This design comes from an exercise in tuning for small area on the open sky130 flow, not from production work. Only simulation tests tie the RTL to the original design; equivalence was not proved. No activity file was given, so power comes from the tool's default toggle rates.

Setup of run A:
==> module dac8734_spi, before the edit <==
module dac8734_spi (
    input  wire        clk,
    input  wire        reset,
    input  wire [31:0] spi_config_in,
    input  wire        spi_config_selected,
    input  wire [31:0] spi_data_in,
    input  wire        spi_data_selected,
    input  wire        sdi,
    output wire        busy,
    output wire [31:0] spi_data_out,
    output wire        data_write,
    output wire        io_out,
    output wire        io_oe,
    output wire        sck,
    output wire [7:0]  cs
);
localparam [3:0] IDLE0      = 4'b0000,
                 IDLE       = 4'b0010,
                 WAIT0      = 4'b0100,
                 WAIT       = 4'b0110,
                 LOW        = 4'b1000,
                 HIGH       = 4'b1100,
                 LAST_HIGH  = 4'b1110,
                 LAST_LOW   = 4'b1010,
                 EXTEND_LOW = 4'b1001;
reg [3:0] state;
reg       lsb_first, slave_en, end_spi, cspol, cpol, cpha;
reg [7:0] cs_val;
reg [4:0] length;
reg [7:1] clk_div;
reg        busy_state;
reg        spi_start;
reg        data_load;
reg  [4:0] data_remain;
reg  [7:0] count;
reg        sdo;
reg [31:0] sr;
reg  [5:0] nbits;
reg        sck_buffer;
reg  [7:0] cs_buffer;
wire in_frame  = state[3];
wire init      = ~state[3] & state[1];
wire cs_next   = state[3] | state[2];
wire sck_next  = state[3] & state[2];
wire start     = init & spi_start;
wire rcpha     = cpha ^ slave_en;
wire count_end = (count == 8'h0);
reg [3:0] state_n;
reg       data_load_n;
always @(*) begin
    state_n     = state;
    data_load_n = 1'b0;
    case (state)
        IDLE0, IDLE: begin
            if (start) begin
                state_n     = rcpha ? EXTEND_LOW : LOW;
                data_load_n = ~rcpha;
            end else begin
                state_n     = IDLE;
            end
        end
        WAIT0, WAIT: begin
            if (start) begin
                state_n     = rcpha ? EXTEND_LOW : LOW;
                data_load_n = ~rcpha;
            end else begin
                state_n     = WAIT;
            end
        end
        LOW: if (count_end) begin
            state_n     = (data_remain == 5'h0) ? LAST_HIGH : HIGH;
            data_load_n = rcpha;
        end
        HIGH: if (count_end) begin
            state_n     = LOW;
            data_load_n = ~rcpha;
        end
        LAST_HIGH: if (count_end) begin
            state_n     = LAST_LOW;
            data_load_n = ~rcpha & ~slave_en;
        end
        LAST_LOW: if (count_end) begin
            state_n     = end_spi ? IDLE0 : WAIT0;
        end
        EXTEND_LOW: if (count_end) begin
            state_n     = LOW;
        end
        default: ;
    endcase
end
wire load_sr = ~in_frame & ~start & (init | ~busy_state);
integer i;
reg [31:0] rx_mask;
always @(*)
    for (i = 0; i < 32; i = i + 1)
        rx_mask[i] = lsb_first ? (nbits > i) : (nbits > 31 - i);
always @(posedge clk) begin
    if (reset) begin
        state      <= IDLE0;
        busy_state <= 1'b0;
        data_load  <= 1'b0;
        {lsb_first, slave_en, end_spi, cs_val, length, cspol, cpol, cpha, clk_div} <= 26'h0;
    end else begin
        state     <= state_n;
        data_load <= data_load_n;
        if (~in_frame)
            busy_state <= start | (spi_data_selected & ~state[2]);
        if (spi_config_selected & ~busy_state)
            {lsb_first, slave_en, end_spi, cs_val, length, cspol, cpol, cpha, clk_div} <=
                {spi_config_in[31:29], spi_config_in[23:1]};
    end
end
always @(posedge clk) begin
    spi_start <= spi_data_selected & ~busy_state;
    if (~in_frame)
        data_remain <= length;
    else if (state == HIGH && count_end)
        data_remain <= data_remain - 5'h1;
    if (in_frame & ~count_end)
        count <= count - 8'h1;
    else
        count <= {1'b0, clk_div} - 8'h1;
    if (load_sr)
        for (i = 0; i < 32; i = i + 1)
            sr[i] <= spi_data_in[31 - i];
    else if (data_load)
        sr <= lsb_first ? {sr[30:0], sdi} : {sdi, sr[31:1]};
    sck_buffer <= sck_next ^ cpol;
    cs_buffer  <= ~({8{cspol}} ^ ({8{cs_next}} & cs_val));
end
always @(posedge clk) begin
    if (reset | init) begin
        sdo   <= 1'b0;
        nbits <= 6'h0;
    end else if (data_load) begin
        sdo   <= ~nbits[5] & (lsb_first ? sr[31] : sr[0]);
        nbits <= nbits + 6'h1;
    end
end
assign busy         = busy_state;
assign spi_data_out = sr & rx_mask;
assign data_write   = slave_en & ~state[3] & ~state[1] & (state[2] | busy_state);
assign io_out       = sdo;
assign io_oe        = ~slave_en;
assign sck          = sck_buffer;
assign cs           = cs_buffer;
endmodule
Settings: LEC_CHECK=0, CAP_MARGIN=20, CORE_MARGIN=2, CORE_UTILIZATION=40, SLEW_MARGIN=20; clock period 10.0 ns.
standard.sh (not shown) runs the stock make flow with config.mk's settings and CLKGATE_MAP_FILE= SYNTH_SCRIPT=/design/flow/synth_recipe.tcl, a recipe that flattens the netlist after the stock synthesis.
==> flow/flow/run.sh <==
#!/bin/bash
# Own layout flow: the standard ORFS flow (standard.sh, unchanged synthesis),
# with smaller port buffers and a leaner clock tree, set through the ORFS
# variables BUFFER_PORTS_ARGS and CTS_ARGS. Each tool's output goes to its own
# log file here; ORFS's per-step logs stay under orfs/logs/.
set -euo pipefail
source flow/knobs.sh
bash standard.sh > standard.log 2>&1
==> flow/flow/knobs.sh <==
export BUFFER_PORTS_ARGS="-buffer_cell sky130_fd_sc_hd__buf_1"
export CTS_ARGS="-sink_clustering_enable -repair_clock_nets -dont_use_dummy_load -buf_list sky130_fd_sc_hd__clkbuf_4 -root_buf sky130_fd_sc_hd__clkbuf_8"
The following lists how run C was set up differently from run A:
-- flow/design.v --
<<< run A, line 36
reg  [7:0] count;
reg        sdo;
reg [31:0] sr;
reg  [5:0] nbits;
reg        sck_buffer;
reg  [7:0] cs_buffer;
>>> run C, line 36
reg  [7:0] count;
reg        sdo;
reg [32:1] tx;
reg [31:0] rx;
reg        sck_buffer;
reg  [7:0] cs_buffer;
<<< run A, line 90
    endcase
end
wire load_sr = ~in_frame & ~start & (init | ~busy_state);
integer i;
reg [31:0] rx_mask;
always @(*)
    for (i = 0; i < 32; i = i + 1)
        rx_mask[i] = lsb_first ? (nbits > i) : (nbits > 31 - i);
always @(posedge clk) begin
    if (reset) begin
>>> run C, line 90
    endcase
end
wire init_n = ~state_n[3] & state_n[1];
always @(posedge clk) begin
    if (reset) begin
<<< run A, line 122
    else
        count <= {1'b0, clk_div} - 8'h1;
    if (load_sr)
        for (i = 0; i < 32; i = i + 1)
            sr[i] <= spi_data_in[31 - i];
    else if (data_load)
        sr <= lsb_first ? {sr[30:0], sdi} : {sdi, sr[31:1]};
    sck_buffer <= sck_next ^ cpol;
    cs_buffer  <= ~({8{cspol}} ^ ({8{cs_next}} & cs_val));
>>> run C, line 117
    else
        count <= {1'b0, clk_div} - 8'h1;
    if (init_n)
        tx <= spi_data_in;
    else if (data_load)
        tx <= lsb_first ? {1'b0, tx[32:2]} : {tx[31:1], 1'b0};
    sck_buffer <= sck_next ^ cpol;
    cs_buffer  <= ~({8{cspol}} ^ ({8{cs_next}} & cs_val));
<<< run A, line 132
always @(posedge clk) begin
    if (reset | init) begin
        sdo   <= 1'b0;
        nbits <= 6'h0;
    end else if (data_load) begin
        sdo   <= ~nbits[5] & (lsb_first ? sr[31] : sr[0]);
        nbits <= nbits + 6'h1;
    end
end
assign busy         = busy_state;
assign spi_data_out = sr & rx_mask;
assign data_write   = slave_en & ~state[3] & ~state[1] & (state[2] | busy_state);
assign io_out       = sdo;
>>> run C, line 126
always @(posedge clk) begin
    if (reset | init) begin
        sdo <= 1'b0;
        rx  <= 32'h0;
    end else if (data_load) begin
        sdo <= lsb_first ? tx[1] : tx[32];
        rx  <= lsb_first ? {rx[30:0], sdi} : {sdi, rx[31:1]};
    end
end
assign busy         = busy_state;
assign spi_data_out = rx;
assign data_write   = slave_en & ~state[3] & ~state[1] & (state[2] | busy_state);
assign io_out       = sdo;
Notes after the runs:
- Summary of the comparison: sequential power is higher in run C, relative to run A.
- Run C ended up with a21oi_4 as its slowest library cell on the worst path; run A ended up with dfxtp_1.
- Compared with run A, in run C ratio of final minimum period to clock period fell by 11 points, final-layout clock buffer total shows an increase of 8, tightest slew margin relative to the limit went down 9.9 points, post-layout instance area picked up an extra 8.8%.
- When the final numbers for run A and run C were put side by side, the number of well-tap cells placed turned out to be greater in run C.
- Wire: run C routes less than run A
- Sort run A and run C by number of ordinary inverters in the final layout, ascending, and run C comes first.
- On run C: final setup slack of the worst path is 1.05 ns higher than what run A gave.
- Comparing run A against run C, there is no change at all in count of flip-flops with a built-in enable after synthesis.
- Looking at largest cell class by area, the registers result is from run C; the multi-input combinational cells one comes from run A.
- | final standard cell count with taps included and fillers excluded | run C vs run A | about 5% lower |

[afterwards: timing with drivers on the ports]
Ports are ideal in the flow. The routed layouts listed here were re-timed in OpenROAD. Step 1 (the two cells are an assumption about what drives the block):
set clk [get_ports {clk}]
set_driving_cell -lib_cell sky130_fd_sc_hd__clkbuf_16 $clk
set_driving_cell -lib_cell sky130_fd_sc_hd__buf_2 [delete_from_list [all_inputs] $clk]
Step 2 also shifts input and output timing later by t, the mid clock arrival at the registers, as if the neighbouring blocks saw the same clock. a / b / c = no drivers / after step 1 / after step 2; a / b = the first two.
run	t, ns	setup slack, ns	cell pins on the clock port's net
run A	0.413	5.339 / 5.305 / 5.719	1
run C	0.426	6.389 / 6.389 / 6.389	1
After both steps setup and hold are still met in every run listed.
